Source: an optimization exercise on an open RTL-to-GDS flow (aim: small area and a short achievable clock period). Production flows keep margins and buffers that such runs may drop.
RTL that was checked went through simulation tests only; none was proved equivalent to the original.
For run 1, only the layout was checked, not whether the RTL still works.
No activity file was given, so power comes from the tool's default toggle rates.

$ cat flow/config.mk
export PLATFORM = sky130hd
export DESIGN_NAME = ALU
export DESIGN_NICKNAME = ALU
export VERILOG_FILES = /design/flow/design.v
export SDC_FILE = /design/flow/constraint.sdc
export NUM_CORES = 4
export LEC_CHECK = 0
export CAP_MARGIN = 20
export CORE_MARGIN = 2
export CORE_UTILIZATION = 40
export SLEW_MARGIN = 20
export SYNTH_HIERARCHICAL = 1
export SYNTH_MINIMUM_KEEP_SIZE = 0
$ cat flow/constraint.sdc
create_clock -name core_clock -period 110.0 [get_ports {CLK}]
set_input_delay 22.0000 -clock core_clock [delete_from_list [all_inputs] [get_ports {CLK}]]
set_output_delay 22.0000 -clock core_clock [all_outputs]
set_load 0.01 [all_outputs]
$ cat flow/design.v
module ALU #(parameter Data_Width = 8) (
	input wire [Data_Width-1:0]     A, B,
	input wire [3:0]                ALU_FUN,
	input wire                      CLK, RST,
	input wire                      Enable,
	output reg [(2*Data_Width)-1:0] alu_out,
	output reg                      out_valid
);
	genvar i;
	wire       sub = ALU_FUN[0] | ALU_FUN[3];
	wire [7:0] bx  = B ^ {8{sub}};
	wire [7:0] as;
	wire fs1;
	wire fc2;
	alu_fa u_fa3 (.a(A[0]), .b(bx[0]), .c(sub), .s(fs1), .co(fc2));
	assign as[0] = fs1;
	wire fs4;
	wire fc5;
	alu_fa u_fa6 (.a(A[1]), .b(bx[1]), .c(fc2), .s(fs4), .co(fc5));
	assign as[1] = fs4;
	wire fs7;
	wire fc8;
	alu_fa u_fa9 (.a(A[2]), .b(bx[2]), .c(fc5), .s(fs7), .co(fc8));
	assign as[2] = fs7;
	wire fs10;
	wire fc11;
	alu_fa u_fa12 (.a(A[3]), .b(bx[3]), .c(fc8), .s(fs10), .co(fc11));
	assign as[3] = fs10;
	wire fs13;
	wire fc14;
	alu_fa u_fa15 (.a(A[4]), .b(bx[4]), .c(fc11), .s(fs13), .co(fc14));
	assign as[4] = fs13;
	wire fs16;
	wire fc17;
	alu_fa u_fa18 (.a(A[5]), .b(bx[5]), .c(fc14), .s(fs16), .co(fc17));
	assign as[5] = fs16;
	wire fs19;
	wire fc20;
	alu_fa u_fa21 (.a(A[6]), .b(bx[6]), .c(fc17), .s(fs19), .co(fc20));
	assign as[6] = fs19;
	wire fs22;
	wire fc23;
	alu_fa u_fa24 (.a(A[7]), .b(bx[7]), .c(fc20), .s(fs22), .co(fc23));
	assign as[7] = fs22;
	wire geq = fc23;           
	wire eq  = ~|as;          
	wire [15:0] prod;
	wire pp0_0 = A[0] & B[0];
	wire pp0_1 = A[1] & B[0];
	wire pp0_2 = A[2] & B[0];
	wire pp0_3 = A[3] & B[0];
	wire pp0_4 = A[4] & B[0];
	wire pp0_5 = A[5] & B[0];
	wire pp0_6 = A[6] & B[0];
	wire pp0_7 = A[7] & B[0];
	wire pp1_0 = A[0] & B[1];
	wire pp1_1 = A[1] & B[1];
	wire pp1_2 = A[2] & B[1];
	wire pp1_3 = A[3] & B[1];
	wire pp1_4 = A[4] & B[1];
	wire pp1_5 = A[5] & B[1];
	wire pp1_6 = A[6] & B[1];
	wire pp1_7 = A[7] & B[1];
	wire pp2_0 = A[0] & B[2];
	wire pp2_1 = A[1] & B[2];
	wire pp2_2 = A[2] & B[2];
	wire pp2_3 = A[3] & B[2];
	wire pp2_4 = A[4] & B[2];
	wire pp2_5 = A[5] & B[2];
	wire pp2_6 = A[6] & B[2];
	wire pp2_7 = A[7] & B[2];
	wire pp3_0 = A[0] & B[3];
	wire pp3_1 = A[1] & B[3];
	wire pp3_2 = A[2] & B[3];
	wire pp3_3 = A[3] & B[3];
	wire pp3_4 = A[4] & B[3];
	wire pp3_5 = A[5] & B[3];
	wire pp3_6 = A[6] & B[3];
	wire pp3_7 = A[7] & B[3];
	wire pp4_0 = A[0] & B[4];
	wire pp4_1 = A[1] & B[4];
	wire pp4_2 = A[2] & B[4];
	wire pp4_3 = A[3] & B[4];
	wire pp4_4 = A[4] & B[4];
	wire pp4_5 = A[5] & B[4];
	wire pp4_6 = A[6] & B[4];
	wire pp4_7 = A[7] & B[4];
	wire pp5_0 = A[0] & B[5];
	wire pp5_1 = A[1] & B[5];
	wire pp5_2 = A[2] & B[5];
	wire pp5_3 = A[3] & B[5];
	wire pp5_4 = A[4] & B[5];
	wire pp5_5 = A[5] & B[5];
	wire pp5_6 = A[6] & B[5];
	wire pp5_7 = A[7] & B[5];
	wire pp6_0 = A[0] & B[6];
	wire pp6_1 = A[1] & B[6];
	wire pp6_2 = A[2] & B[6];
	wire pp6_3 = A[3] & B[6];
	wire pp6_4 = A[4] & B[6];
	wire pp6_5 = A[5] & B[6];
	wire pp6_6 = A[6] & B[6];
	wire pp6_7 = A[7] & B[6];
	wire pp7_0 = A[0] & B[7];
	wire pp7_1 = A[1] & B[7];
	wire pp7_2 = A[2] & B[7];
	wire pp7_3 = A[3] & B[7];
	wire pp7_4 = A[4] & B[7];
	wire pp7_5 = A[5] & B[7];
	wire pp7_6 = A[6] & B[7];
	wire pp7_7 = A[7] & B[7];
	wire hs25;
	wire hc26;
	alu_ha u_ha27 (.a(pp0_6), .b(pp1_5), .s(hs25), .co(hc26));
	wire fs28;
	wire fc29;
	alu_fa u_fa30 (.a(pp0_7), .b(pp1_6), .c(pp2_5), .s(fs28), .co(fc29));
	wire hs31;
	wire hc32;
	alu_ha u_ha33 (.a(pp3_4), .b(pp4_3), .s(hs31), .co(hc32));
	wire fs34;
	wire fc35;
	alu_fa u_fa36 (.a(pp1_7), .b(pp2_6), .c(pp3_5), .s(fs34), .co(fc35));
	wire hs37;
	wire hc38;
	alu_ha u_ha39 (.a(pp4_4), .b(pp5_3), .s(hs37), .co(hc38));
	wire fs40;
	wire fc41;
	alu_fa u_fa42 (.a(pp2_7), .b(pp3_6), .c(pp4_5), .s(fs40), .co(fc41));
	wire hs43;
	wire hc44;
	alu_ha u_ha45 (.a(pp0_4), .b(pp1_3), .s(hs43), .co(hc44));
	wire fs46;
	wire fc47;
	alu_fa u_fa48 (.a(pp0_5), .b(pp1_4), .c(pp2_3), .s(fs46), .co(fc47));
	wire hs49;
	wire hc50;
	alu_ha u_ha51 (.a(pp3_2), .b(pp4_1), .s(hs49), .co(hc50));
	wire fs52;
	wire fc53;
	alu_fa u_fa54 (.a(hs25), .b(pp2_4), .c(pp3_3), .s(fs52), .co(fc53));
	wire fs55;
	wire fc56;
	alu_fa u_fa57 (.a(pp4_2), .b(pp5_1), .c(pp6_0), .s(fs55), .co(fc56));
	wire fs58;
	wire fc59;
	alu_fa u_fa60 (.a(hc26), .b(fs28), .c(hs31), .s(fs58), .co(fc59));
	wire fs61;
	wire fc62;
	alu_fa u_fa63 (.a(pp5_2), .b(pp6_1), .c(pp7_0), .s(fs61), .co(fc62));
	wire fs64;
	wire fc65;
	alu_fa u_fa66 (.a(fc29), .b(hc32), .c(fs34), .s(fs64), .co(fc65));
	wire fs67;
	wire fc68;
	alu_fa u_fa69 (.a(hs37), .b(pp6_2), .c(pp7_1), .s(fs67), .co(fc68));
	wire fs70;
	wire fc71;
	alu_fa u_fa72 (.a(fc35), .b(hc38), .c(fs40), .s(fs70), .co(fc71));
	wire fs73;
	wire fc74;
	alu_fa u_fa75 (.a(pp5_4), .b(pp6_3), .c(pp7_2), .s(fs73), .co(fc74));
	wire fs76;
	wire fc77;
	alu_fa u_fa78 (.a(fc41), .b(pp3_7), .c(pp4_6), .s(fs76), .co(fc77));
	wire fs79;
	wire fc80;
	alu_fa u_fa81 (.a(pp5_5), .b(pp6_4), .c(pp7_3), .s(fs79), .co(fc80));
	wire fs82;
	wire fc83;
	alu_fa u_fa84 (.a(pp4_7), .b(pp5_6), .c(pp6_5), .s(fs82), .co(fc83));
	wire hs85;
	wire hc86;
	alu_ha u_ha87 (.a(pp0_3), .b(pp1_2), .s(hs85), .co(hc86));
	wire fs88;
	wire fc89;
	alu_fa u_fa90 (.a(hs43), .b(pp2_2), .c(pp3_1), .s(fs88), .co(fc89));
	wire fs91;
	wire fc92;
	alu_fa u_fa93 (.a(hc44), .b(fs46), .c(hs49), .s(fs91), .co(fc92));
	wire fs94;
	wire fc95;
	alu_fa u_fa96 (.a(fc47), .b(hc50), .c(fs52), .s(fs94), .co(fc95));
	wire fs97;
	wire fc98;
	alu_fa u_fa99 (.a(fc53), .b(fc56), .c(fs58), .s(fs97), .co(fc98));
	wire fs100;
	wire fc101;
	alu_fa u_fa102 (.a(fc59), .b(fc62), .c(fs64), .s(fs100), .co(fc101));
	wire fs103;
	wire fc104;
	alu_fa u_fa105 (.a(fc65), .b(fc68), .c(fs70), .s(fs103), .co(fc104));
	wire fs106;
	wire fc107;
	alu_fa u_fa108 (.a(fc71), .b(fc74), .c(fs76), .s(fs106), .co(fc107));
	wire fs109;
	wire fc110;
	alu_fa u_fa111 (.a(fc77), .b(fc80), .c(fs82), .s(fs109), .co(fc110));
	wire fs112;
	wire fc113;
	alu_fa u_fa114 (.a(fc83), .b(pp5_7), .c(pp6_6), .s(fs112), .co(fc113));
	wire hs115;
	wire hc116;
	alu_ha u_ha117 (.a(pp0_2), .b(pp1_1), .s(hs115), .co(hc116));
	wire fs118;
	wire fc119;
	alu_fa u_fa120 (.a(hs85), .b(pp2_1), .c(pp3_0), .s(fs118), .co(fc119));
	wire fs121;
	wire fc122;
	alu_fa u_fa123 (.a(hc86), .b(fs88), .c(pp4_0), .s(fs121), .co(fc122));
	wire fs124;
	wire fc125;
	alu_fa u_fa126 (.a(fc89), .b(fs91), .c(pp5_0), .s(fs124), .co(fc125));
	wire fs127;
	wire fc128;
	alu_fa u_fa129 (.a(fc92), .b(fs94), .c(fs55), .s(fs127), .co(fc128));
	wire fs130;
	wire fc131;
	alu_fa u_fa132 (.a(fc95), .b(fs97), .c(fs61), .s(fs130), .co(fc131));
	wire fs133;
	wire fc134;
	alu_fa u_fa135 (.a(fc98), .b(fs100), .c(fs67), .s(fs133), .co(fc134));
	wire fs136;
	wire fc137;
	alu_fa u_fa138 (.a(fc101), .b(fs103), .c(fs73), .s(fs136), .co(fc137));
	wire fs139;
	wire fc140;
	alu_fa u_fa141 (.a(fc104), .b(fs106), .c(fs79), .s(fs139), .co(fc140));
	wire fs142;
	wire fc143;
	alu_fa u_fa144 (.a(fc107), .b(fs109), .c(pp7_4), .s(fs142), .co(fc143));
	wire fs145;
	wire fc146;
	alu_fa u_fa147 (.a(fc110), .b(fs112), .c(pp7_5), .s(fs145), .co(fc146));
	wire fs148;
	wire fc149;
	alu_fa u_fa150 (.a(fc113), .b(pp6_7), .c(pp7_6), .s(fs148), .co(fc149));
	assign prod[0] = pp0_0;
	wire hs151;
	wire hc152;
	alu_ha u_ha153 (.a(pp0_1), .b(pp1_0), .s(hs151), .co(hc152));
	assign prod[1] = hs151;
	wire fs154;
	wire fc155;
	alu_fa u_fa156 (.a(hs115), .b(pp2_0), .c(hc152), .s(fs154), .co(fc155));
	assign prod[2] = fs154;
	wire fs157;
	wire fc158;
	alu_fa u_fa159 (.a(hc116), .b(fs118), .c(fc155), .s(fs157), .co(fc158));
	assign prod[3] = fs157;
	wire fs160;
	wire fc161;
	alu_fa u_fa162 (.a(fc119), .b(fs121), .c(fc158), .s(fs160), .co(fc161));
	assign prod[4] = fs160;
	wire fs163;
	wire fc164;
	alu_fa u_fa165 (.a(fc122), .b(fs124), .c(fc161), .s(fs163), .co(fc164));
	assign prod[5] = fs163;
	wire fs166;
	wire fc167;
	alu_fa u_fa168 (.a(fc125), .b(fs127), .c(fc164), .s(fs166), .co(fc167));
	assign prod[6] = fs166;
	wire fs169;
	wire fc170;
	alu_fa u_fa171 (.a(fc128), .b(fs130), .c(fc167), .s(fs169), .co(fc170));
	assign prod[7] = fs169;
	wire fs172;
	wire fc173;
	alu_fa u_fa174 (.a(fc131), .b(fs133), .c(fc170), .s(fs172), .co(fc173));
	assign prod[8] = fs172;
	wire fs175;
	wire fc176;
	alu_fa u_fa177 (.a(fc134), .b(fs136), .c(fc173), .s(fs175), .co(fc176));
	assign prod[9] = fs175;
	wire fs178;
	wire fc179;
	alu_fa u_fa180 (.a(fc137), .b(fs139), .c(fc176), .s(fs178), .co(fc179));
	assign prod[10] = fs178;
	wire fs181;
	wire fc182;
	alu_fa u_fa183 (.a(fc140), .b(fs142), .c(fc179), .s(fs181), .co(fc182));
	assign prod[11] = fs181;
	wire fs184;
	wire fc185;
	alu_fa u_fa186 (.a(fc143), .b(fs145), .c(fc182), .s(fs184), .co(fc185));
	assign prod[12] = fs184;
	wire fs187;
	wire fc188;
	alu_fa u_fa189 (.a(fc146), .b(fs148), .c(fc185), .s(fs187), .co(fc188));
	assign prod[13] = fs187;
	wire fs190;
	wire fc191;
	alu_fa u_fa192 (.a(fc149), .b(pp7_7), .c(fc188), .s(fs190), .co(fc191));
	assign prod[14] = fs190;
	assign prod[15] = fc191;
	wire [8:0] bz;
	assign bz[8] = 1'b1;
	assign bz[7] = bz[8] & ~B[7];
	assign bz[6] = bz[7] & ~B[6];
	assign bz[5] = bz[6] & ~B[5];
	assign bz[4] = bz[5] & ~B[4];
	assign bz[3] = bz[4] & ~B[3];
	assign bz[2] = bz[3] & ~B[2];
	assign bz[1] = bz[2] & ~B[1];
	assign bz[0] = bz[1] & ~B[0];
	wire [7:0] nb = ~B;
	wire [7:0] q;
	wire r7_0;
	assign q[7] = bz[1] & (A[7] | nb[0]);
	assign r7_0 = A[7] & ~q[7];
	wire rc193;
	assign rc193 = A[6] | nb[0];
	wire e194;
	wire e195;
	wire e196;
	assign e194 = nb[1] & rc193;
	assign e195 = nb[1] | rc193;
	assign e196 = nb[1] ^ rc193;
	wire cn197;
	alu_aoi u_aoi198 (.a1(r7_0), .a2(e195), .b1(e194), .y(cn197));
	wire es199;
	alu_xor u_xo200 (.a(r7_0), .b(e196), .y(es199));
	alu_nor2b u_qa201 (.a(cn197), .b_n(bz[2]), .y(q[6]));
	wire r6_202;
	wire u203;
	wire u204;
	assign u203 = A[6] ^ B[0];
	assign u204 = A[6];
	alu_muxi u_mx205 (.s(q[6]), .a1(u203), .a0(u204), .y(r6_202));
	wire r6_206;
	alu_muxi u_mx207 (.s(q[6]), .a1(es199), .a0(r7_0), .y(r6_206));
	wire rc208;
	assign rc208 = ~A[5] & B[0];
	wire e209;
	wire e210;
	wire e211;
	assign e209 = B[1] & rc208;
	assign e210 = B[1] | rc208;
	assign e211 = B[1] ^ rc208;
	wire cn212;
	alu_aoi u_aoi213 (.a1(r6_202), .a2(e210), .b1(e209), .y(cn212));
	wire es214;
	alu_xor u_xo215 (.a(r6_202), .b(e211), .y(es214));
	wire ox216;
	wire oh217;
	alu_xor u_xo218 (.a(r6_206), .b(B[2]), .y(ox216));
	alu_nor u_no219 (.a(r6_206), .b(B[2]), .y(oh217));
	wire oc220;
	alu_aoi u_aoi221 (.a1(ox216), .a2(cn212), .b1(oh217), .y(oc220));
	wire os222;
	alu_xnor u_xn223 (.a(ox216), .b(cn212), .y(os222));
	alu_nor2b u_qa224 (.a(oc220), .b_n(bz[3]), .y(q[5]));
	wire r5_225;
	wire u226;
	wire u227;
	assign u226 = ~(A[5] ^ B[0]);
	assign u227 = ~A[5];
	alu_muxi u_mx228 (.s(q[5]), .a1(u226), .a0(u227), .y(r5_225));
	wire r5_229;
	alu_muxi u_mx230 (.s(q[5]), .a1(es214), .a0(r6_202), .y(r5_229));
	wire r5_231;
	alu_muxi u_mx232 (.s(q[5]), .a1(os222), .a0(r6_206), .y(r5_231));
	wire rc233;
	assign rc233 = A[4] | nb[0];
	wire e234;
	wire e235;
	wire e236;
	assign e234 = nb[1] & rc233;
	assign e235 = nb[1] | rc233;
	assign e236 = nb[1] ^ rc233;
	wire cn237;
	alu_aoi u_aoi238 (.a1(r5_225), .a2(e235), .b1(e234), .y(cn237));
	wire es239;
	alu_xor u_xo240 (.a(r5_225), .b(e236), .y(es239));
	wire ox241;
	wire oh242;
	alu_xor u_xo243 (.a(r5_229), .b(nb[2]), .y(ox241));
	alu_nor u_no244 (.a(r5_229), .b(nb[2]), .y(oh242));
	wire oc245;
	alu_aoi u_aoi246 (.a1(ox241), .a2(cn237), .b1(oh242), .y(oc245));
	wire os247;
	alu_xnor u_xn248 (.a(ox241), .b(cn237), .y(os247));
	wire hs249;
	wire hc250;
	alu_ha u_ha251 (.a(r5_231), .b(nb[3]), .s(hs249), .co(hc250));
	wire cn252;
	alu_aoi u_aoi253 (.a1(hs249), .a2(oc245), .b1(hc250), .y(cn252));
	wire es254;
	alu_xor u_xo255 (.a(hs249), .b(oc245), .y(es254));
	alu_nor2b u_qa256 (.a(cn252), .b_n(bz[4]), .y(q[4]));
	wire r4_257;
	wire u258;
	wire u259;
	assign u258 = A[4] ^ B[0];
	assign u259 = A[4];
	alu_muxi u_mx260 (.s(q[4]), .a1(u258), .a0(u259), .y(r4_257));
	wire r4_261;
	alu_muxi u_mx262 (.s(q[4]), .a1(es239), .a0(r5_225), .y(r4_261));
	wire r4_263;
	alu_muxi u_mx264 (.s(q[4]), .a1(os247), .a0(r5_229), .y(r4_263));
	wire r4_265;
	alu_muxi u_mx266 (.s(q[4]), .a1(es254), .a0(r5_231), .y(r4_265));
	wire rc267;
	assign rc267 = ~A[3] & B[0];
	wire e268;
	wire e269;
	wire e270;
	assign e268 = B[1] & rc267;
	assign e269 = B[1] | rc267;
	assign e270 = B[1] ^ rc267;
	wire cn271;
	alu_aoi u_aoi272 (.a1(r4_257), .a2(e269), .b1(e268), .y(cn271));
	wire es273;
	alu_xor u_xo274 (.a(r4_257), .b(e270), .y(es273));
	wire ox275;
	wire oh276;
	alu_xor u_xo277 (.a(r4_261), .b(B[2]), .y(ox275));
	alu_nor u_no278 (.a(r4_261), .b(B[2]), .y(oh276));
	wire oc279;
	alu_aoi u_aoi280 (.a1(ox275), .a2(cn271), .b1(oh276), .y(oc279));
	wire os281;
	alu_xnor u_xn282 (.a(ox275), .b(cn271), .y(os281));
	wire hs283;
	wire hc284;
	alu_ha u_ha285 (.a(r4_263), .b(B[3]), .s(hs283), .co(hc284));
	wire cn286;
	alu_aoi u_aoi287 (.a1(hs283), .a2(oc279), .b1(hc284), .y(cn286));
	wire es288;
	alu_xor u_xo289 (.a(hs283), .b(oc279), .y(es288));
	wire ox290;
	wire oh291;
	alu_xor u_xo292 (.a(r4_265), .b(B[4]), .y(ox290));
	alu_nor u_no293 (.a(r4_265), .b(B[4]), .y(oh291));
	wire oc294;
	alu_aoi u_aoi295 (.a1(ox290), .a2(cn286), .b1(oh291), .y(oc294));
	wire os296;
	alu_xnor u_xn297 (.a(ox290), .b(cn286), .y(os296));
	alu_nor2b u_qa298 (.a(oc294), .b_n(bz[5]), .y(q[3]));
	wire r3_299;
	wire u300;
	wire u301;
	assign u300 = ~(A[3] ^ B[0]);
	assign u301 = ~A[3];
	alu_muxi u_mx302 (.s(q[3]), .a1(u300), .a0(u301), .y(r3_299));
	wire r3_303;
	alu_muxi u_mx304 (.s(q[3]), .a1(es273), .a0(r4_257), .y(r3_303));
	wire r3_305;
	alu_muxi u_mx306 (.s(q[3]), .a1(os281), .a0(r4_261), .y(r3_305));
	wire r3_307;
	alu_muxi u_mx308 (.s(q[3]), .a1(es288), .a0(r4_263), .y(r3_307));
	wire r3_309;
	alu_muxi u_mx310 (.s(q[3]), .a1(os296), .a0(r4_265), .y(r3_309));
	wire rc311;
	assign rc311 = A[2] | nb[0];
	wire e312;
	wire e313;
	wire e314;
	assign e312 = nb[1] & rc311;
	assign e313 = nb[1] | rc311;
	assign e314 = nb[1] ^ rc311;
	wire cn315;
	alu_aoi u_aoi316 (.a1(r3_299), .a2(e313), .b1(e312), .y(cn315));
	wire es317;
	alu_xor u_xo318 (.a(r3_299), .b(e314), .y(es317));
	wire ox319;
	wire oh320;
	alu_xor u_xo321 (.a(r3_303), .b(nb[2]), .y(ox319));
	alu_nor u_no322 (.a(r3_303), .b(nb[2]), .y(oh320));
	wire oc323;
	alu_aoi u_aoi324 (.a1(ox319), .a2(cn315), .b1(oh320), .y(oc323));
	wire os325;
	alu_xnor u_xn326 (.a(ox319), .b(cn315), .y(os325));
	wire hs327;
	wire hc328;
	alu_ha u_ha329 (.a(r3_305), .b(nb[3]), .s(hs327), .co(hc328));
	wire cn330;
	alu_aoi u_aoi331 (.a1(hs327), .a2(oc323), .b1(hc328), .y(cn330));
	wire es332;
	alu_xor u_xo333 (.a(hs327), .b(oc323), .y(es332));
	wire ox334;
	wire oh335;
	alu_xor u_xo336 (.a(r3_307), .b(nb[4]), .y(ox334));
	alu_nor u_no337 (.a(r3_307), .b(nb[4]), .y(oh335));
	wire oc338;
	alu_aoi u_aoi339 (.a1(ox334), .a2(cn330), .b1(oh335), .y(oc338));
	wire os340;
	alu_xnor u_xn341 (.a(ox334), .b(cn330), .y(os340));
	wire hs342;
	wire hc343;
	alu_ha u_ha344 (.a(r3_309), .b(nb[5]), .s(hs342), .co(hc343));
	wire cn345;
	alu_aoi u_aoi346 (.a1(hs342), .a2(oc338), .b1(hc343), .y(cn345));
	wire es347;
	alu_xor u_xo348 (.a(hs342), .b(oc338), .y(es347));
	alu_nor2b u_qa349 (.a(cn345), .b_n(bz[6]), .y(q[2]));
	wire r2_350;
	wire u351;
	wire u352;
	assign u351 = A[2] ^ B[0];
	assign u352 = A[2];
	alu_muxi u_mx353 (.s(q[2]), .a1(u351), .a0(u352), .y(r2_350));
	wire r2_354;
	alu_muxi u_mx355 (.s(q[2]), .a1(es317), .a0(r3_299), .y(r2_354));
	wire r2_356;
	alu_muxi u_mx357 (.s(q[2]), .a1(os325), .a0(r3_303), .y(r2_356));
	wire r2_358;
	alu_muxi u_mx359 (.s(q[2]), .a1(es332), .a0(r3_305), .y(r2_358));
	wire r2_360;
	alu_muxi u_mx361 (.s(q[2]), .a1(os340), .a0(r3_307), .y(r2_360));
	wire r2_362;
	alu_muxi u_mx363 (.s(q[2]), .a1(es347), .a0(r3_309), .y(r2_362));
	wire rc364;
	assign rc364 = ~A[1] & B[0];
	wire e365;
	wire e366;
	wire e367;
	assign e365 = B[1] & rc364;
	assign e366 = B[1] | rc364;
	assign e367 = B[1] ^ rc364;
	wire cn368;
	alu_aoi u_aoi369 (.a1(r2_350), .a2(e366), .b1(e365), .y(cn368));
	wire es370;
	alu_xor u_xo371 (.a(r2_350), .b(e367), .y(es370));
	wire ox372;
	wire oh373;
	alu_xor u_xo374 (.a(r2_354), .b(B[2]), .y(ox372));
	alu_nor u_no375 (.a(r2_354), .b(B[2]), .y(oh373));
	wire oc376;
	alu_aoi u_aoi377 (.a1(ox372), .a2(cn368), .b1(oh373), .y(oc376));
	wire os378;
	alu_xnor u_xn379 (.a(ox372), .b(cn368), .y(os378));
	wire hs380;
	wire hc381;
	alu_ha u_ha382 (.a(r2_356), .b(B[3]), .s(hs380), .co(hc381));
	wire cn383;
	alu_aoi u_aoi384 (.a1(hs380), .a2(oc376), .b1(hc381), .y(cn383));
	wire es385;
	alu_xor u_xo386 (.a(hs380), .b(oc376), .y(es385));
	wire ox387;
	wire oh388;
	alu_xor u_xo389 (.a(r2_358), .b(B[4]), .y(ox387));
	alu_nor u_no390 (.a(r2_358), .b(B[4]), .y(oh388));
	wire oc391;
	alu_aoi u_aoi392 (.a1(ox387), .a2(cn383), .b1(oh388), .y(oc391));
	wire os393;
	alu_xnor u_xn394 (.a(ox387), .b(cn383), .y(os393));
	wire hs395;
	wire hc396;
	alu_ha u_ha397 (.a(r2_360), .b(B[5]), .s(hs395), .co(hc396));
	wire cn398;
	alu_aoi u_aoi399 (.a1(hs395), .a2(oc391), .b1(hc396), .y(cn398));
	wire es400;
	alu_xor u_xo401 (.a(hs395), .b(oc391), .y(es400));
	wire ox402;
	wire oh403;
	alu_xor u_xo404 (.a(r2_362), .b(B[6]), .y(ox402));
	alu_nor u_no405 (.a(r2_362), .b(B[6]), .y(oh403));
	wire oc406;
	alu_aoi u_aoi407 (.a1(ox402), .a2(cn398), .b1(oh403), .y(oc406));
	wire os408;
	alu_xnor u_xn409 (.a(ox402), .b(cn398), .y(os408));
	alu_nor2b u_qa410 (.a(oc406), .b_n(bz[7]), .y(q[1]));
	wire r1_411;
	wire u412;
	wire u413;
	assign u412 = ~(A[1] ^ B[0]);
	assign u413 = ~A[1];
	alu_muxi u_mx414 (.s(q[1]), .a1(u412), .a0(u413), .y(r1_411));
	wire r1_415;
	alu_muxi u_mx416 (.s(q[1]), .a1(es370), .a0(r2_350), .y(r1_415));
	wire r1_417;
	alu_muxi u_mx418 (.s(q[1]), .a1(os378), .a0(r2_354), .y(r1_417));
	wire r1_419;
	alu_muxi u_mx420 (.s(q[1]), .a1(es385), .a0(r2_356), .y(r1_419));
	wire r1_421;
	alu_muxi u_mx422 (.s(q[1]), .a1(os393), .a0(r2_358), .y(r1_421));
	wire r1_423;
	alu_muxi u_mx424 (.s(q[1]), .a1(es400), .a0(r2_360), .y(r1_423));
	wire r1_425;
	alu_muxi u_mx426 (.s(q[1]), .a1(os408), .a0(r2_362), .y(r1_425));
	wire rc427;
	assign rc427 = A[0] | nb[0];
	wire e428;
	wire e429;
	wire e430;
	assign e428 = nb[1] & rc427;
	assign e429 = nb[1] | rc427;
	assign e430 = nb[1] ^ rc427;
	wire cn431;
	alu_aoi u_aoi432 (.a1(r1_411), .a2(e429), .b1(e428), .y(cn431));
	wire ox433;
	wire oh434;
	alu_xor u_xo435 (.a(r1_415), .b(nb[2]), .y(ox433));
	alu_nor u_no436 (.a(r1_415), .b(nb[2]), .y(oh434));
	wire oc437;
	alu_aoi u_aoi438 (.a1(ox433), .a2(cn431), .b1(oh434), .y(oc437));
	wire hs439;
	wire hc440;
	alu_ha u_ha441 (.a(r1_417), .b(nb[3]), .s(hs439), .co(hc440));
	wire cn442;
	alu_aoi u_aoi443 (.a1(hs439), .a2(oc437), .b1(hc440), .y(cn442));
	wire ox444;
	wire oh445;
	alu_xor u_xo446 (.a(r1_419), .b(nb[4]), .y(ox444));
	alu_nor u_no447 (.a(r1_419), .b(nb[4]), .y(oh445));
	wire oc448;
	alu_aoi u_aoi449 (.a1(ox444), .a2(cn442), .b1(oh445), .y(oc448));
	wire hs450;
	wire hc451;
	alu_ha u_ha452 (.a(r1_421), .b(nb[5]), .s(hs450), .co(hc451));
	wire cn453;
	alu_aoi u_aoi454 (.a1(hs450), .a2(oc448), .b1(hc451), .y(cn453));
	wire ox455;
	wire oh456;
	alu_xor u_xo457 (.a(r1_423), .b(nb[6]), .y(ox455));
	alu_nor u_no458 (.a(r1_423), .b(nb[6]), .y(oh456));
	wire oc459;
	alu_aoi u_aoi460 (.a1(ox455), .a2(cn453), .b1(oh456), .y(oc459));
	wire hs461;
	wire hc462;
	alu_ha u_ha463 (.a(r1_425), .b(nb[7]), .s(hs461), .co(hc462));
	wire cn464;
	alu_aoi u_aoi465 (.a1(hs461), .a2(oc459), .b1(hc462), .y(cn464));
	assign q[0] = ~cn464;
	wire bnz = ~bz[0];
	wire [3:0] F = ALU_FUN;
	wire e = Enable;
	wire sADD = e & (F == 4'h0);
	wire sSUB = e & (F == 4'h1);
	wire sAS  = e & (F[3:1] == 3'b000);
	wire sMUL = e & (F == 4'h2);
	wire sDIV = e & (F == 4'h3) & bnz;
	wire sSHR = e & (F == 4'hD);
	wire sSHL = e & (F == 4'hE);
	wire sHI  = e & ((F == 4'h6) | (F == 4'h7) | (F == 4'h9));
	wire t3  = e & ((F == 4'h4) | (F == 4'h5) | (F == 4'h9));
	wire t12 = e & ((F == 4'h5) | (F == 4'h6) | (F == 4'h8));
	wire t0  = e & ((F == 4'h6) | (F == 4'h7) | (F == 4'h9));
	wire [7:0] lo;
	wire [8:0] ar = {1'b0, A};
	wire [8:0] al = {A, 1'b0};
	generate for (i = 0; i < 8; i = i + 1) begin : g_lo
		alu_lobit u_lo (.a(A[i]), .b(B[i]), .s(as[i]), .p(prod[i]), .q(q[i]), .r(ar[i+1]), .l(al[i]),
			.t3(t3), .t12(t12), .t0(t0), .sas(sAS), .smul(sMUL), .sdiv(sDIV), .sshr(sSHR), .sshl(sSHL),
			.o(lo[i]));
	end endgenerate
	wire [7:0] hi = (prod[15:8] & {8{sMUL}}) | {8{sHI}} | {8{sSUB & ~geq}}
	              | {7'd0, (sADD & geq) | (sSHL & A[7])};
	wire c0 = e & (((F == 4'hA) & eq) | ((F == 4'hC) & ~geq));
	wire c1 = e & (((F == 4'hB) & geq & ~eq) | ((F == 4'hC) & ~geq));
	wire [15:0] res = {hi, lo[7:2], lo[1] | c1, lo[0] | c0};
	wire        vld = e & (F != 4'hF);
	always @(posedge CLK or negedge RST) begin
		if (!RST) begin
			alu_out   <= 16'd0;
			out_valid <= 1'b0;
		end else begin
			alu_out   <= res;
			out_valid <= vld;
		end
	end
endmodule
module alu_fa (input wire a, b, c, output wire s, co);
	assign s  = a ^ b ^ c;
	assign co = (a & b) | (c & (a ^ b));
endmodule
module alu_ha (input wire a, b, output wire s, co);
	assign s  = a ^ b;
	assign co = a & b;
endmodule
module alu_nor (input wire a, b, output wire y);
	assign y = ~(a | b);
endmodule
module alu_aoi (input wire a1, a2, b1, output wire y);
	assign y = ~((a1 & a2) | b1);
endmodule
module alu_xor (input wire a, b, output wire y);
	assign y = a ^ b;
endmodule
module alu_xnor (input wire a, b, output wire y);
	assign y = ~(a ^ b);
endmodule
module alu_and2 (input wire a, b, output wire y);
	assign y = a & b;
endmodule
module alu_muxi (input wire s, a1, a0, output wire y);
	assign y = ~(s ? a1 : a0);
endmodule
module alu_nand (input wire a, b, output wire y);
	assign y = ~(a & b);
endmodule
module alu_nor2b (input wire a, b_n, output wire y);
	assign y = ~a & b_n;
endmodule
module alu_lobit (input wire a, b, s, p, q, r, l, t3, t12, t0, sas, smul, sdiv, sshr, sshl,
                  output wire o);
	wire lu = b ? (a ? t3 : t12) : (a ? t12 : t0);
	assign o = lu | (s & sas) | (p & smul) | (q & sdiv) | (r & sshr) | (l & sshl);
endmodule
$ cat flow/flow/run.sh
#!/bin/bash
# Standard ORFS layout with two changes:
#  - after synthesis, every logic cell is swapped to the smallest cell of its family
#    (flow/downsize.tcl); registers keep the cells synthesis gave them
#  - the smallest buffer (buf_1) on every input and output port
set -euo pipefail
bash standard.sh synth > standard_synth.log 2>&1
export RESULTS=$(pwd)/orfs/results/${FLOW_PLATFORM}/ALU/base
KEEP_FANOUT=6 openroad -no_init -exit flow/downsize.tcl > downsize.log 2>&1
bash standard.sh BUFFER_PORTS_ARGS="-buffer_cell sky130_fd_sc_hd__buf_1" finish > standard_finish.log 2>&1
$ cat flow/flow/downsize.tcl
# Swap every non-register cell of the synthesized netlist to the smallest cell of its family
# (same function and pins, lowest drive strength), except cells driving KEEP_FANOUT or
# more loads. Timing has a wide margin at this clock
# period; the resizer's repair_design later fixes any slew or capacitance violation.
read_db $::env(RESULTS)/1_synth.odb
set db [ord::get_db]
set fam [dict create]
foreach lib [$db getLibs] {
  foreach m [$lib getMasters] {
    set n [$m getName]
    if {![regexp {^(sky130_fd_sc_hd__[a-z0-9]+)_([0-9]+)$} $n -> base sz]} { continue }
    if {[string match *lpflow* $n] || [string match *probe* $n]} { continue }
    set a [expr {[$m getWidth] * [$m getHeight]}]
    if {![dict exists $fam $base]} {
      dict set fam $base [list $m $a $sz]
    } else {
      lassign [dict get $fam $base] bm ba bsz
      if {$a < $ba || ($a == $ba && $sz > $bsz)} { dict set fam $base [list $m $a $sz] }
    }
  }
}
set swapped 0
foreach inst [[ord::get_db_block] getInsts] {
  set m [$inst getMaster]
  set n [$m getName]
  if {[$m isSequential]} { continue }
  if {![regexp {^(sky130_fd_sc_hd__[a-z0-9]+)_([0-9]+)$} $n -> base sz]} { continue }
  if {![dict exists $fam $base]} { continue }
  # keep the drive strength synthesis chose for cells driving many loads
  set fo 0
  foreach it [$inst getITerms] {
    if {[$it isOutputSignal] && [$it getNet] ne "NULL"} {
      set fo [expr {max($fo, [llength [[$it getNet] getITerms]] - 1)}]
    }
  }
  if {$fo >= $::env(KEEP_FANOUT)} { continue }
  set best [lindex [dict get $fam $base] 0]
  if {[$best getName] ne $n} {
    if {[$inst swapMaster $best]} { incr swapped }
  }
}
puts "downsize: swapped $swapped instances"
write_db $::env(RESULTS)/1_synth.odb
$ cat flow/standard.sh
#!/bin/bash
# synth_recipe.tcl (not shown) runs the flow's synth.tcl, then flattens the netlist and writes it again
# the make line also repeats each setting of config.mk as NAME=value (left out here)
make -C /OpenROAD-flow-scripts/flow DESIGN_CONFIG=/design/flow/config.mk WORK_HOME=/design/flow/orfs CLKGATE_MAP_FILE= SYNTH_SCRIPT=/design/flow/synth_recipe.tcl "${@:-finish}"
==> results of run 1 <==
==> layer usage <==
layer  wire length [µm]  share of wire (%)  track usage (%)  vias to the layer above
li1                   -                  -                -                     1607
met1               4794                 43            28.29                     1714
met2               5583                 50            37.37                      121
met3                653                5.9            2.845                        7
met4                 89               0.80            3.665                        0
met5                  0                  0                0                        -
==> final cells by class <==
| cell class | count | area [µm²] | area share [%] |
|---|---|---|---|
| clock inverter | 1 | 5.005 | 0.1096 |
| sequential | 17 | 425.4 | 9.318 |
| multi-input combinational | 384 | 3570 | 78.19 |
| timing repair buffer | 49 | 226.5 | 4.960 |
| tap | 136 | 170.2 | 3.727 |
| clock buffer | 3 | 41.29 | 0.9044 |
| inverter | 34 | 127.6 | 2.795 |
==> sequential cells by signal, summed over array words and instances, names as in the netlist <==
signal and flops:
out_valid 1, alu_out 16
==> metrics by stage <==
step	power (mW)	area (µm²)	setup slack [ns]	hold slack (ns)	utilization, %
2_1_floorplan	0.02839	4154	79.18	21.70	-
3_3_place_gp	0.03573	4502	77.96	22.19	44.20
6_report	0.04117	4566	77.55	21.66	44.83
3_5_place_dp	0.03630	4502	77.43	22.21	44.20
4_1_cts	0.04167	4548	77.69	21.91	44.66
5_1_grt	0.04566	4566	76.61	21.69	44.83
==> worst max path at each step <==
stage	to	cells after the start
after floorplan	alu_out[0]	48
after global placement	alu_out[0]	50
after detailed placement	alu_out[0]	50
after CTS	alu_out[0]	50
after global routing	alu_out[0]	50
final	alu_out[0]	50
==> worst max-delay path: cells and delay by family <==
kind / cells / cell delay [ns]
AO/OA/AOI/OAI: 25 / 3.83
XOR/XNOR: 5 / 1.08
adder cells (fa/ha/maj): 2 / 0.53
buffers and inverters: 5 / 1.01
multiplexers: 6 / 2.17
AND/OR/NAND/NOR: 7 / 1.96
==> power by group through the flow <==
stage	clock [mW]	sequential, mW	combinational, mW
floorplan	0	0.00751	0.0209
global placement	0	0.00713	0.0286
detailed placement	0	0.00714	0.0292
CTS	0.00532	0.00702	0.0293
global route	0.00557	0.00705	0.0330
finish	0.00515	0.00701	0.0290
==> impl_metrics.env, run 1 <==
export IMPL_synth_cell_area_um2=4150
export IMPL_leakagePower_nw=2.010
export IMPL_p_per_area_nw_per_um2=9.017
export IMPL_wl_per_cell_um=17.82
export IMPL_final_cell_mix="61 x nor2_1, 56 x fa_1, 41 x ha_1"
export IMPL_grt_pass1_vias=3536
export IMPL_cpMostUsedCell="a21oi_1"
export IMPL_clock_sinks=17
export IMPL_start_kind="input port"
export IMPL_ant_nets=0
export IMPL_die_area_um2=11210
export IMPL_cts_resized=0
export IMPL_cts_htree_levels=1
export IMPL_dp_hpwl_mm=8.756
export IMPL_path_class="in2reg"
export IMPL_cts_path_max_buffers=2
export IMPL_diodes=0
export IMPL_syn_inst=440
export IMPL_layout_drive_gt1_share_pct=8.811
export IMPL_worst_pin_slew_ns=1.088
export IMPL_clockRootBuffer="clkbuf_8"
export IMPL_cts_tree="built"
export IMPL_rows=37
export IMPL_switching_share_pct=46.71
export IMPL_fin_crit_ns=32.45
export IMPL_p_clk_share_pct=12.5
export IMPL_final_min_period_over_clock_period_pct=29.50
export IMPL_routed_via_count=3449
export IMPL_core_area_um2=10180
export IMPL_viasPerCell=5.527
export IMPL_pwr_share_seq_pct=17.0
export IMPL_grt_usage_pct=21.27
export IMPL_area_growth_pct=10.01
export IMPL_final_cells=624
export IMPL_crit_fanout=9
export IMPL_post_cts_buffers=0
export IMPL_die_w_um=105.9
export IMPL_min_path_type="in2async"
export IMPL_finalHoldViolations=0
export IMPL_start_util_pct=40.75
export IMPL_worstPathRequired_ns=110.14
export IMPL_rsz0062_at_grt="no"
export IMPL_internal_power_uw=21.94
export IMPL_slowest_stage="buf_1"
export IMPL_status="no timing/DRC/antenna violations"
export IMPL_drt_pass1_iter_count=5
export IMPL_layout_nets=609
export IMPL_routed_wl_mm=11.12
export IMPL_maxSlewHeadroom_pct=26.90
export IMPL_place_gp_congestion=0.9385
export IMPL_fillers=1023
export IMPL_hold_buffers=0
export IMPL_maxClockFrequency_mhz=30.81
export IMPL_maxSlewViolCount=0
export IMPL_io_buffers=39
export IMPL_place_inst=619
export IMPL_synth_avg_cell_area_um2=9.432
export IMPL_p_sw_uw=19.23
export IMPL_ir_drop_v=0.000005196
export IMPL_fp_dieH_um=105.9
export IMPL_grt_overflow=0
export IMPL_combinationalPowerShare_pct=70.5
export IMPL_ioPinCount=40
export IMPL_cts_clk_slew_worst_paths_ns=0.09
export IMPL_drcViolationCount=0
export IMPL_synth_warnings=7
export IMPL_end_kind="flip-flop"
export IMPL_dr_first_iter_drc_count=237
export IMPL_grt_max_degree=22
export IMPL_antenna_found_initial=0
export IMPL_final_common_cell="nor2_1"
export IMPL_final_setup_tns_ns=0
export IMPL_cap_violations=0
export IMPL_cp_arrival_ns=32.60
export IMPL_critPathLaunch="A[6]"
export IMPL_slowest_delay_ns=0.44
export IMPL_setup_viol=0
export IMPL_cts_buffers=3
export IMPL_grt_pass1_wl_mm=18.81
==> run 2: changes to the inputs <==
--- a/flow/design.v
+++ b/flow/design.v
@@ -639,16 +639,23 @@
 	wire [7:0] lo;
 	wire [8:0] ar = {1'b0, A};
 	wire [8:0] al = {A, 1'b0};
+	wire c0 = e & (((F == 4'hA) & eq) | ((F == 4'hC) & ~geq));
+	wire c1 = e & (((F == 4'hB) & geq & ~eq) | ((F == 4'hC) & ~geq));
+	wire [7:0] lr;
+	alu_lorestx u_lr0 (.a(A[0]), .b(B[0]), .s(as[0]), .p(prod[0]), .r(ar[1]), .l(al[0]), .x(c0),
+		.t3(t3), .t12(t12), .t0(t0), .sas(sAS), .smul(sMUL), .sshr(sSHR), .sshl(sSHL), .o(lr[0]));
+	alu_lorestx u_lr1 (.a(A[1]), .b(B[1]), .s(as[1]), .p(prod[1]), .r(ar[2]), .l(al[1]), .x(c1),
+		.t3(t3), .t12(t12), .t0(t0), .sas(sAS), .smul(sMUL), .sshr(sSHR), .sshl(sSHL), .o(lr[1]));
+	generate for (i = 2; i < 8; i = i + 1) begin : g_lr
+		alu_lorest u_lr (.a(A[i]), .b(B[i]), .s(as[i]), .p(prod[i]), .r(ar[i+1]), .l(al[i]),
+			.t3(t3), .t12(t12), .t0(t0), .sas(sAS), .smul(sMUL), .sshr(sSHR), .sshl(sSHL), .o(lr[i]));
+	end endgenerate
 	generate for (i = 0; i < 8; i = i + 1) begin : g_lo
-		alu_lobit u_lo (.a(A[i]), .b(B[i]), .s(as[i]), .p(prod[i]), .q(q[i]), .r(ar[i+1]), .l(al[i]),
-			.t3(t3), .t12(t12), .t0(t0), .sas(sAS), .smul(sMUL), .sdiv(sDIV), .sshr(sSHR), .sshl(sSHL),
-			.o(lo[i]));
+		alu_ao21 u_lo (.a1(q[i]), .a2(sDIV), .b1(lr[i]), .y(lo[i]));
 	end endgenerate
 	wire [7:0] hi = (prod[15:8] & {8{sMUL}}) | {8{sHI}} | {8{sSUB & ~geq}}
 	              | {7'd0, (sADD & geq) | (sSHL & A[7])};
-	wire c0 = e & (((F == 4'hA) & eq) | ((F == 4'hC) & ~geq));
-	wire c1 = e & (((F == 4'hB) & geq & ~eq) | ((F == 4'hC) & ~geq));
-	wire [15:0] res = {hi, lo[7:2], lo[1] | c1, lo[0] | c0};
+	wire [15:0] res = {hi, lo};
 	wire        vld = e & (F != 4'hF);
 	always @(posedge CLK or negedge RST) begin
 		if (!RST) begin
@@ -692,8 +699,16 @@
 module alu_nor2b (input wire a, b_n, output wire y);
 	assign y = ~a & b_n;
 endmodule
-module alu_lobit (input wire a, b, s, p, q, r, l, t3, t12, t0, sas, smul, sdiv, sshr, sshl,
-                  output wire o);
+module alu_lorest (input wire a, b, s, p, r, l, t3, t12, t0, sas, smul, sshr, sshl,
+                   output wire o);
+	wire lu = b ? (a ? t3 : t12) : (a ? t12 : t0);
+	assign o = lu | (s & sas) | (p & smul) | (r & sshr) | (l & sshl);
+endmodule
+module alu_lorestx (input wire a, b, s, p, r, l, x, t3, t12, t0, sas, smul, sshr, sshl,
+                    output wire o);
 	wire lu = b ? (a ? t3 : t12) : (a ? t12 : t0);
-	assign o = lu | (s & sas) | (p & smul) | (q & sdiv) | (r & sshr) | (l & sshl);
+	assign o = lu | (s & sas) | (p & smul) | (r & sshr) | (l & sshl) | x;
+endmodule
+module alu_ao21 (input wire a1, a2, b1, output wire y);
+	assign y = (a1 & a2) | b1;
 endmodule
==> flow/flow/run.sh (replaced) <==
#!/bin/bash
# Standard ORFS layout with three changes:
#  - after synthesis, every logic cell is swapped to the smallest cell of its family
#    (flow/downsize.tcl); registers keep the cells synthesis gave them
#  - the smallest buffer (buf_1) on every input and output port
#  - after placement, repair_timing with a setup margin (flow/repair.tcl) speeds up the
#    slowest paths again
set -euo pipefail
export RESULTS=$(pwd)/orfs/results/${FLOW_PLATFORM}/ALU/base
export MARGIN=$(cat flow/margin.txt)
bash standard.sh synth > standard_synth.log 2>&1
openroad -no_init -exit flow/downsize.tcl > downsize.log 2>&1
bash standard.sh BUFFER_PORTS_ARGS="-buffer_cell sky130_fd_sc_hd__buf_1" place > standard_place.log 2>&1
openroad -no_init -exit flow/repair.tcl > repair.log 2>&1
bash standard.sh BUFFER_PORTS_ARGS="-buffer_cell sky130_fd_sc_hd__buf_1" finish > standard_finish.log 2>&1
--- a/flow/flow/downsize.tcl
+++ b/flow/flow/downsize.tcl
@@ -1,6 +1,5 @@
 # Swap every non-register cell of the synthesized netlist to the smallest cell of its family
-# (same function and pins, lowest drive strength), except cells driving KEEP_FANOUT or
-# more loads. Timing has a wide margin at this clock
+# (same function and pins, lowest drive strength). Timing has a wide margin at this clock
 # period; the resizer's repair_design later fixes any slew or capacitance violation.
 read_db $::env(RESULTS)/1_synth.odb
 set db [ord::get_db]
@@ -26,14 +25,6 @@
   if {[$m isSequential]} { continue }
   if {![regexp {^(sky130_fd_sc_hd__[a-z0-9]+)_([0-9]+)$} $n -> base sz]} { continue }
   if {![dict exists $fam $base]} { continue }
-  # keep the drive strength synthesis chose for cells driving many loads
-  set fo 0
-  foreach it [$inst getITerms] {
-    if {[$it isOutputSignal] && [$it getNet] ne "NULL"} {
-      set fo [expr {max($fo, [llength [[$it getNet] getITerms]] - 1)}]
-    }
-  }
-  if {$fo >= $::env(KEEP_FANOUT)} { continue }
   set best [lindex [dict get $fam $base] 0]
   if {[$best getName] ne $n} {
     if {[$inst swapMaster $best]} { incr swapped }
==> flow/flow/margin.txt (new file) <==
79
==> flow/flow/repair.tcl (new file) <==
# Tighten the slowest paths: resize/buffer until every path has MARGIN ns of setup slack
# (or no move helps), at the design's own clock and constraints.
read_liberty $::env(FLOW_HOME)/platforms/sky130hd/lib/sky130_fd_sc_hd__tt_025C_1v80.lib
read_db $::env(RESULTS)/3_place.odb
read_sdc $::env(RESULTS)/3_place.sdc
source $::env(FLOW_HOME)/platforms/sky130hd/setRC.tcl
estimate_parasitics -placement
report_wns
report_design_area
repair_timing -setup -setup_margin $::env(MARGIN) -skip_last_gasp -sequence sizeup,swap
report_wns
report_design_area
detailed_place
check_placement
write_db $::env(RESULTS)/3_place.odb
==> impl_metrics.env, run 2 <==
export IMPL_cts_tree="built"
export IMPL_start_kind="input port"
export IMPL_layout_nets=611
export IMPL_maxSlewViolCount=0
export IMPL_cts_path_max_buffers=2
export IMPL_synth_cell_area_um2=4103
export IMPL_synth_avg_cell_area_um2=9.158
export IMPL_maxClockFrequency_mhz=32.35
export IMPL_cap_violations=0
export IMPL_regMostFlops="alu_out"
export IMPL_grt_overflow=0
export IMPL_rsz0062_at_grt="no"
export IMPL_cts_buffers=3
export IMPL_finalHoldViolations=0
export IMPL_rows=36
export IMPL_clockRootBuffer="clkbuf_8"
export IMPL_fillers=958
export IMPL_largest_register_ffs=16
export IMPL_fin_util_pct=47.36
export IMPL_final_cell_mix="67 x nor2_1, 56 x fa_1, 41 x ha_1"
export IMPL_die_area_um2=11080
export IMPL_final_min_period_over_clock_period_pct=28.10
export IMPL_place_gp_congestion=0.9199
export IMPL_area_growth_pct=13.88
export IMPL_cts_htree_levels=1
export IMPL_slowest_stage="mux2i_2"
export IMPL_post_cts_buffers=0
export IMPL_end_kind="flip-flop"
export IMPL_fin_crit_ns=30.91
export IMPL_leakagePower_nw=2.043
export IMPL_drt_pass1_iter_count=4
export IMPL_cp_arrival_ns=31.06
export IMPL_fp_dieH_um=105.3
export IMPL_final_common_cell="nor2_1"
export IMPL_dr_first_iter_drc_count=200
export IMPL_ioPinCount=40
export IMPL_grt_max_degree=22
export IMPL_drcViolationCount=0
export IMPL_diodes=0
export IMPL_start_util_pct=41.59
export IMPL_die_w_um=105.3
export IMPL_wl_per_cell_um=18.39
export IMPL_worstPathRequired_ns=110.15
export IMPL_critPathLaunch="B[5]"
export IMPL_crit_fanout=10
export IMPL_grt_pass1_vias=3831
export IMPL_worst_pin_slew_ns=1.071
export IMPL_ir_drop_v=0.000005843
export IMPL_ant_nets=0
export IMPL_maxSlewHeadroom_pct=28.04
export IMPL_hold_buffers=0
export IMPL_layout_drive_gt1_share_pct=14.49
export IMPL_clock_sinks=17
export IMPL_cts_resized=0
export IMPL_cpMostUsedCell="a21oi_2"
export IMPL_status="no timing/DRC/antenna violations"
export IMPL_grt_pass1_wl_mm=19.18
export IMPL_path_class="in2reg"
export IMPL_core_area_um2=9864
export IMPL_antenna_found_initial=1
export IMPL_routed_wl_mm=11.46
export IMPL_io_buffers=39
export IMPL_dp_hpwl_mm=8.881
export IMPL_grt_usage_pct=21.70
export IMPL_setup_viol=0
export IMPL_viasPerCell=5.671
export IMPL_synth_warnings=7
export IMPL_min_path_type="in2async"
export IMPL_syn_inst=448
export IMPL_p_per_area_nw_per_um2=8.896
export IMPL_slowest_delay_ns=0.39
export IMPL_routed_via_count=3533
export IMPL_top_regs="alu_out x16, out_valid x1"
export IMPL_cts_clk_slew_worst_paths_ns=0.07
export IMPL_final_setup_tns_ns=0
[run 2: where the power goes]
part / total (mW) / internal (mW) / leakage, nW / switching [mW]
registers: 0.00706 / 0.00688 / 0.226 / 0.000184
logic: 0.0298 / 0.0128 / 1.79 / 0.0170
clock network: 0.00468 / 0.00257 / 0.0228 / 0.00211
[run 2: worst max-delay path: cells and delay by family]
family | cells | cell delay, ns
muxes | 6 | 2.04
xor gates and xnor gates | 5 | 1.05
buffers and inverters | 4 | 0.45
AOI/OAI and AO/OA | 25 | 3.53
and+or+nand+nor | 8 | 2.00
[run 2: final cells by class]
class	count	area (µm²)	area share [%]
Clock buffer	4	45.04	0.9641
Inverter	33	135.1	2.892
Multi-Input combinational cell	394	3716	79.54
Sequential cell	17	425.4	9.106
Tap cell	133	166.4	3.562
Timing Repair Buffer	42	183.9	3.937
[run 2: through the flow]
step | power (mW) | std cells | area, µm² | worst slack (ns) | hold slack (ns)
CTS | 0.04233 | 623 | 4672 | 79.15 | 21.90
floorplan | 0.02818 | 449 | 4106 | 78.83 | 21.70
global route | 0.04682 | 623 | 4672 | 78.49 | 21.95
global placement | 0.03504 | 619 | 4429 | 77.44 | 22.14
detailed placement | 0.03576 | 619 | 4429 | 76.60 | 22.18
finish | 0.04156 | 623 | 4672 | 79.09 | 21.88
[run 2: per-layer routing]
layer	part of all wire [%]	vias up	wire length, µm	global-route usage (%)
met5	0.11	-	13	0
met4	1.9	2	221	6.095
met3	5.8	23	662	2.659
met2	49	116	5664	38.11
met1	43	1774	4898	28.04
li1	-	1618	-	-
[run 2: worst max-delay path by stage]
stage | slack [ns] | depth (start not counted) | to
floorplan | 78.83 | 47 | alu_out[0]
global placement | 77.44 | 48 | alu_out[0]
detailed placement | 76.60 | 48 | alu_out[0]
CTS | 79.15 | 48 | alu_out[0]
global route | 78.49 | 45 | alu_out[0]
finish | 79.09 | 48 | alu_out[0]
==> run 3: changes to the inputs <==
==> flow/flow/margin.txt (replaced) <==
77.5
==> impl_metrics.env, run 3 <==
export IMPL_whs_ns=21.87
export IMPL_grt_overflow=0
export IMPL_setup_slack_ns=77.74
export IMPL_routed_wl_mm=11.19
export IMPL_cts_tree="built"
export IMPL_rsz0062_at_grt="no"
export IMPL_wl_per_cell_um=17.97
export IMPL_final_min_period_over_clock_period_pct=29.33
export IMPL_dpl_cell_area_um2=4429
export IMPL_p_per_area_nw_per_um2=8.910
export IMPL_cts_path_max_buffers=2
export IMPL_post_cts_buffers=0
export IMPL_top_regs="alu_out x16, out_valid x1"
export IMPL_diodes=0
export IMPL_dpl_worst_slack_ns=76.60
export IMPL_cpMostUsedCell="a21oi_1"
export IMPL_clockRootBuffer="clkbuf_8"
export IMPL_worstPathRequired_ns=110.15
export IMPL_cts_resized=0
export IMPL_synth_warnings=7
export IMPL_final_cell_mix="67 x nor2_1, 56 x fa_1, 41 x ha_1"
export IMPL_end_kind="flip-flop"
export IMPL_maxSlewHeadroom_pct=27.81
export IMPL_worst_pin_slew_ns=1.075
export IMPL_die_w_um=105.3
export IMPL_hold_buffers=0
export IMPL_crit_fanout=9
export IMPL_syn_inst=448
export IMPL_min_path_type="in2async"
export IMPL_synth_avg_cell_area_um2=9.158
export IMPL_largest_register_ffs=16
export IMPL_dr_first_iter_drc_count=232
export IMPL_rows=36
export IMPL_grt_max_degree=22
export IMPL_cts_htree_levels=1
export IMPL_cts_clk_slew_worst_paths_ns=0.07
export IMPL_finalHoldViolations=0
export IMPL_dp_hpwl_mm=8.881
export IMPL_final_cells=623
export IMPL_grt_pass1_wl_mm=18.87
export IMPL_fin_crit_ns=32.26
export IMPL_layout_nets=611
export IMPL_drcViolationCount=0
export IMPL_cap_violations=0
export IMPL_area_growth_pct=9.546
export IMPL_place_inst=619
export IMPL_core_area_um2=9864
export IMPL_drt_pass1_iter_count=4
export IMPL_setup_viol=0
export IMPL_die_area_um2=11080
export IMPL_ir_drop_v=0.000005840
export IMPL_cp_arrival_ns=32.41
export IMPL_grt_usage_pct=21.32
export IMPL_grt_pass1_vias=3747
export IMPL_slowest_stage="buf_1"
export IMPL_layout_drive_gt1_share_pct=6.735
export IMPL_routed_via_count=3438
export IMPL_slowest_delay_ns=0.44
export IMPL_leakagePower_nw=1.997
export IMPL_final_setup_tns_ns=0
export IMPL_cts_buffers=3
export IMPL_synth_cell_area_um2=4103
export IMPL_maxClockFrequency_mhz=31.00
export IMPL_start_kind="input port"
export IMPL_maxSlewViolCount=0
export IMPL_regMostFlops="alu_out"
export IMPL_fin_area_um2=4494
export IMPL_start_util_pct=41.59
export IMPL_ant_nets=0
export IMPL_clock_sinks=17
export IMPL_place_gp_congestion=0.9199
export IMPL_fp_dieH_um=105.3
export IMPL_antenna_found_initial=1
export IMPL_final_common_cell="nor2_1"
export IMPL_status="no timing/DRC/antenna violations"
export IMPL_io_buffers=39
export IMPL_path_class="in2reg"
export IMPL_ioPinCount=40
export IMPL_viasPerCell=5.518
==> run 3: area by class of cell <==
cell class / instances / area (µm²)
clock buffer: 4 / 45.04
fill: 973 / 5370
inverter: 33 / 127.6
multi-input combinational: 394 / 3560
sequential: 17 / 425.4
tap: 133 / 166.4
timing repair buffer: 42 / 170.2
==> run 3: where the power goes <==
part           internal (mW)  switching [mW]  total [mW]
clock                0.00257         0.00211     0.00469
sequential           0.00688        0.000176     0.00705
combinational         0.0121          0.0162      0.0283
total                 0.0216          0.0184      0.0400
==> run 3: worst max-delay path, delay by kind of cell <==
family / cells / cell delay, ns
xor gates and xnor gates: 6 / 1.26
AOI/OAI and AO/OA: 23 / 3.55
adders and majority gates: 2 / 0.52
and+or+nand+nor: 6 / 1.95
muxes: 6 / 2.18
buffers and inverters: 4 / 0.91
==> run 3: through the flow <==
stage          power (mW)  utilization [%]
2_1_floorplan     0.02818                -
3_3_place_gp      0.03504            44.90
3_5_place_dp      0.03576            44.90
4_1_cts           0.04078            45.56
5_1_grt           0.04529            45.56
6_report          0.04005            45.56
==> run 3: worst paths after layout <==
check / from / endpoint / cells after the start
worst max-delay path: A[6] / alu_out[0] / 47
worst min-delay path: RST / alu_out[10] / 1
max in group asynchronous: RST / alu_out[3] / 1
min in group core_clock: Enable / out_valid / 2
==> run 3: routing by layer <==
metal	vias up	wire (µm)	track usage (%)	part of all wire, %
li1	1617	-	-	-
met1	1706	4833	28.03	43
met2	95	5473	37.10	49
met3	18	650	2.412	5.8
met4	2	223	5.810	2.0
met5	-	13	0	0.12
==> run 4: changes to the inputs <==
==> flow/flow/margin.txt (replaced) <==
78
==> impl_metrics.env, run 4 <==
export IMPL_dpl_worst_slack_ns=76.60
export IMPL_regMostFlops="alu_out"
export IMPL_largest_register_ffs=16
export IMPL_io_buffers=39
export IMPL_die_w_um=105.3
export IMPL_slowest_delay_ns=0.38
export IMPL_final_min_period_over_clock_period_pct=28.92
export IMPL_fin_util_pct=45.67
export IMPL_final_common_cell="nor2_1"
export IMPL_ioPinCount=40
export IMPL_crit_fanout=10
export IMPL_status="no timing/DRC/antenna violations"
export IMPL_setup_viol=0
export IMPL_multiInputGateArea_um2=3567
export IMPL_worstPathRequired_ns=110.15
export IMPL_cap_violations=0
export IMPL_dpl_cell_area_um2=4429
export IMPL_grt_pass1_wl_mm=18.87
export IMPL_drcViolationCount=0
export IMPL_finalHoldViolations=0
export IMPL_dp_hpwl_mm=8.881
export IMPL_rsz0062_at_grt="no"
export IMPL_cpMostUsedCell="a21oi_1"
export IMPL_cts_buffers=3
export IMPL_final_setup_tns_ns=0
export IMPL_rows=36
export IMPL_antenna_found_initial=1
export IMPL_post_cts_buffers=0
export IMPL_place_gp_congestion=0.9199
export IMPL_maxClockFrequency_mhz=31.43
export IMPL_grt_max_degree=22
export IMPL_synth_warnings=7
export IMPL_syn_inst=448
export IMPL_diodes=0
export IMPL_ir_drop_v=0.000005851
export IMPL_routed_wl_mm=11.26
export IMPL_fillers=969
export IMPL_dr_first_iter_drc_count=182
export IMPL_cts_path_max_buffers=2
export IMPL_grt_usage_pct=21.33
export IMPL_layout_nets=611
export IMPL_min_path_type="in2async"
export IMPL_fp_dieH_um=105.3
export IMPL_cts_resized=0
export IMPL_synth_avg_cell_area_um2=9.158
export IMPL_start_kind="input port"
export IMPL_final_cell_mix="67 x nor2_1, 56 x fa_1, 41 x ha_1"
export IMPL_wl_per_cell_um=18.07
export IMPL_area_growth_pct=9.820
export IMPL_core_area_um2=9864
export IMPL_clock_sinks=17
export IMPL_layout_drive_gt1_share_pct=7.551
export IMPL_fin_area_um2=4506
export IMPL_worst_pin_slew_ns=1.061
export IMPL_hold_buffers=0
export IMPL_ff_latch_area_um2=425.4
export IMPL_top_regs="alu_out x16, out_valid x1"
export IMPL_ant_nets=0
export IMPL_cp_arrival_ns=31.96
export IMPL_total_power_uw=40.15
export IMPL_cts_tree="built"
export IMPL_end_kind="flip-flop"
export IMPL_start_util_pct=41.59
export IMPL_maxSlewViolCount=0
export IMPL_grt_pass1_vias=3761
export IMPL_maxSlewHeadroom_pct=28.70
export IMPL_slowest_stage="mux2i_1"
export IMPL_synth_cell_area_um2=4103
export IMPL_cts_clk_slew_worst_paths_ns=0.07
export IMPL_setup_slack_ns=78.18
export IMPL_leakagePower_nw=2.008
export IMPL_fin_crit_ns=31.82
export IMPL_viasPerCell=5.535
export IMPL_die_area_um2=11080
export IMPL_path_class="in2reg"
export IMPL_clockRootBuffer="clkbuf_8"
export IMPL_cts_htree_levels=1
export IMPL_drt_pass1_iter_count=4
export IMPL_grt_overflow=0
export IMPL_routed_via_count=3448
export IMPL_p_per_area_nw_per_um2=8.912
[run 4: cell types whose count changed in the layout (fill, tap and decap cells not counted), sizes merged]
| cell | change |
|---|---|
| buf | -3 |
| clkbuf | +3 |
[run 4: cell type report]
cell class,instances,area share [%]
Clock buffer,4,0.9997
Multi-Input combinational cell,394,79.17
Inverter,33,2.833
Tap cell,133,3.693
Timing Repair Buffer,42,3.860
Sequential cell,17,9.442
[run 4: where the power goes]
group | leakage, nW | internal [mW] | switching (mW)
clock | 0.0228 | 0.00257 | 0.00213
combinational | 1.76 | 0.0122 | 0.0162
sequential | 0.226 | 0.00688 | 0.000188
[run 4: final timing paths]
check | to | from | cells past startpoint
setup / recovery | alu_out[0] | B[5] | 48
hold / removal | alu_out[12] | RST | 1
max in group asynchronous | alu_out[3] | RST | 1
min in group core_clock | out_valid | Enable | 2
[run 4: through the flow]
stage,std cells,hold WS [ns]
after floorplan,449,21.70
after global placement,619,22.14
after detailed placement,619,22.18
after CTS,623,21.90
after global routing,623,21.95
final,623,21.87
[run 4: metal layers]
metal	share of wire [%]	global-route usage (%)	routed length, µm	up-vias
li1	-	-	-	1616
met1	43	27.99	4895	1716
met2	49	37.19	5556	99
met3	5.4	2.412	607	15
met4	1.6	5.810	185	2
met5	0.12	0	13	-
[run 4: critical path, delay by kind of cell]
kind	cells	cell delay [ns]
AOI/OAI and AO/OA	24	3.88
muxes	6	2.13
buffers and inverters	4	0.59
and+or+nand+nor	8	2.07
xor gates and xnor gates	6	1.26
==> run 5: changes to the inputs <==
--- a/flow/config.mk
+++ b/flow/config.mk
@@ -8,6 +8,8 @@
 export CAP_MARGIN = 20
 export CORE_MARGIN = 2
 export CORE_UTILIZATION = 40
+export CTS_CLUSTER_DIAMETER = 500
+export CTS_CLUSTER_SIZE = 30
 export SLEW_MARGIN = 20
 export SYNTH_HIERARCHICAL = 1
 export SYNTH_MINIMUM_KEEP_SIZE = 0
==> impl_metrics.env, run 5 <==
export IMPL_cts_tree="built"
export IMPL_clockRootBuffer="clkbuf_8"
export IMPL_start_util_pct=41.59
export IMPL_wl_per_cell_um=18.07
export IMPL_rsz0062_at_grt="no"
export IMPL_cts_htree_levels=1
export IMPL_routed_via_count=3448
export IMPL_syn_inst=448
export IMPL_cp_arrival_ns=31.96
export IMPL_dp_hpwl_mm=8.881
export IMPL_combinationalPowerShare_pct=70.7
export IMPL_core_area_um2=9864
export IMPL_internal_power_uw=21.63
export IMPL_start_kind="input port"
export IMPL_switching_share_pct=46.13
export IMPL_antenna_found_initial=1
export IMPL_diodes=0
export IMPL_grt_usage_pct=21.33
export IMPL_grt_pass1_vias=3761
export IMPL_grt_overflow=0
export IMPL_finalHoldViolations=0
export IMPL_slowest_stage="mux2i_1"
export IMPL_top_regs="alu_out x16, out_valid x1"
export IMPL_area_growth_pct=9.820
export IMPL_maxSlewViolCount=0
export IMPL_synth_warnings=7
export IMPL_p_per_area_nw_per_um2=8.912
export IMPL_cpMostUsedCell="a21oi_1"
export IMPL_pwr_share_seq_pct=17.6
export IMPL_dr_first_iter_drc_count=182
export IMPL_drcViolationCount=0
export IMPL_regMostFlops="alu_out"
export IMPL_cts_path_max_buffers=2
export IMPL_routed_wl_mm=11.26
export IMPL_maxSlewHeadroom_pct=28.70
export IMPL_setup_viol=0
export IMPL_final_cell_mix="67 x nor2_1, 56 x fa_1, 41 x ha_1"
export IMPL_fp_dieH_um=105.3
export IMPL_crit_fanout=10
export IMPL_end_kind="flip-flop"
export IMPL_cap_violations=0
export IMPL_p_clk_share_pct=11.7
export IMPL_fin_crit_ns=31.82
export IMPL_worst_pin_slew_ns=1.061
export IMPL_largest_register_ffs=16
export IMPL_ant_nets=0
export IMPL_leakagePower_nw=2.008
export IMPL_viasPerCell=5.535
export IMPL_ir_drop_v=0.000005851
export IMPL_io_buffers=39
export IMPL_cts_resized=0
export IMPL_ioPinCount=40
export IMPL_critPathLaunch="B[5]"
export IMPL_path_class="in2reg"
export IMPL_synth_avg_cell_area_um2=9.158
export IMPL_clock_sinks=17
export IMPL_place_gp_congestion=0.9199
export IMPL_post_cts_buffers=0
export IMPL_min_path_type="in2async"
export IMPL_layout_drive_gt1_share_pct=7.551
export IMPL_die_area_um2=11080
export IMPL_layout_nets=611
export IMPL_final_common_cell="nor2_1"
export IMPL_maxClockFrequency_mhz=31.43
export IMPL_status="no timing/DRC/antenna violations"
export IMPL_final_min_period_over_clock_period_pct=28.92
export IMPL_final_cells=623
export IMPL_fillers=969
export IMPL_grt_pass1_wl_mm=18.87
export IMPL_rows=36
export IMPL_worstPathRequired_ns=110.15
export IMPL_final_setup_tns_ns=0
export IMPL_hold_buffers=0
export IMPL_cts_buffers=3
export IMPL_place_inst=619
export IMPL_synth_cell_area_um2=4103
export IMPL_drt_pass1_iter_count=4
export IMPL_slowest_delay_ns=0.38
export IMPL_cts_clk_slew_worst_paths_ns=0.07
export IMPL_grt_max_degree=22
export IMPL_p_sw_uw=18.52
export IMPL_die_w_um=105.3
## run 5: cell counts in the layout (fill, tap and decap cells not counted)
Identical to the previous run, type by type.
## run 5: routing by layer
metal  track usage (%)  routed length, µm  vias to the layer above
li1                  -                  -                     1616
met1             27.99               4895                     1716
met2             37.19               5556                       99
met3             2.412                607                       15
met4             5.810                185                        2
met5                 0                 13                        -
## run 5: through the flow
step                      worst slack [ns]  instance area [µm²]  power (mW)  hold slack (ns)  utilization, %
after floorplan                      78.83                 4106     0.02818            21.70               -
after global placement               77.44                 4429     0.03504            22.14           44.90
after detailed placement             76.60                 4429     0.03576            22.18           44.90
after CTS                            78.22                 4506     0.04085            21.90           45.67
after global routing                 77.28                 4506     0.04536            21.95           45.67
final                                78.18                 4506     0.04015            21.87           45.67
## run 5: cell type report
type                            instances  area (µm²)  area share, %
Sequential cell                        17       425.4          9.442
Timing Repair Buffer                   42       173.9          3.860
Inverter                               33       127.6          2.833
Multi-Input combinational cell        394        3567          79.17
Clock buffer                            4       45.04         0.9997
Tap cell                              133       166.4          3.693
## run 5: power groups by stage
stage          Combinational (mW)  Clock (mW)  Sequential, mW
2_1_floorplan              0.0207           0         0.00751
3_3_place_gp               0.0279           0         0.00717
3_5_place_dp               0.0286           0         0.00719
4_1_cts                    0.0289     0.00489         0.00706
5_1_grt                    0.0331     0.00512         0.00712
6_report                   0.0284     0.00470         0.00706
## run 5: path summary, 6_finish.rpt
check / cells past startpoint / slack, ns / end
worst max-delay path: 48 / 78.18 / alu_out[0]
worst min-delay path: 1 / 21.87 / alu_out[12]
max in group asynchronous: 1 / 87.56 / alu_out[3]
min in group core_clock: 2 / 22.15 / out_valid
## run 5: worst max-delay path, delay by kind of cell
family / cells / cell delay (ns)
and+or+nand+nor: 8 / 2.07
buffers and inverters: 4 / 0.59
muxes: 6 / 2.13
AOI/OAI and AO/OA: 24 / 3.88
xor gates and xnor gates: 6 / 1.26

Setup slack of run 5, layout unchanged: 78.184 ns with ideal ports, 78.192 ns with driving cells assumed (clock clkbuf_16, inputs buf_2), 77.909 ns with port delays also shifted by the 0.282 ns mid clock arrival.
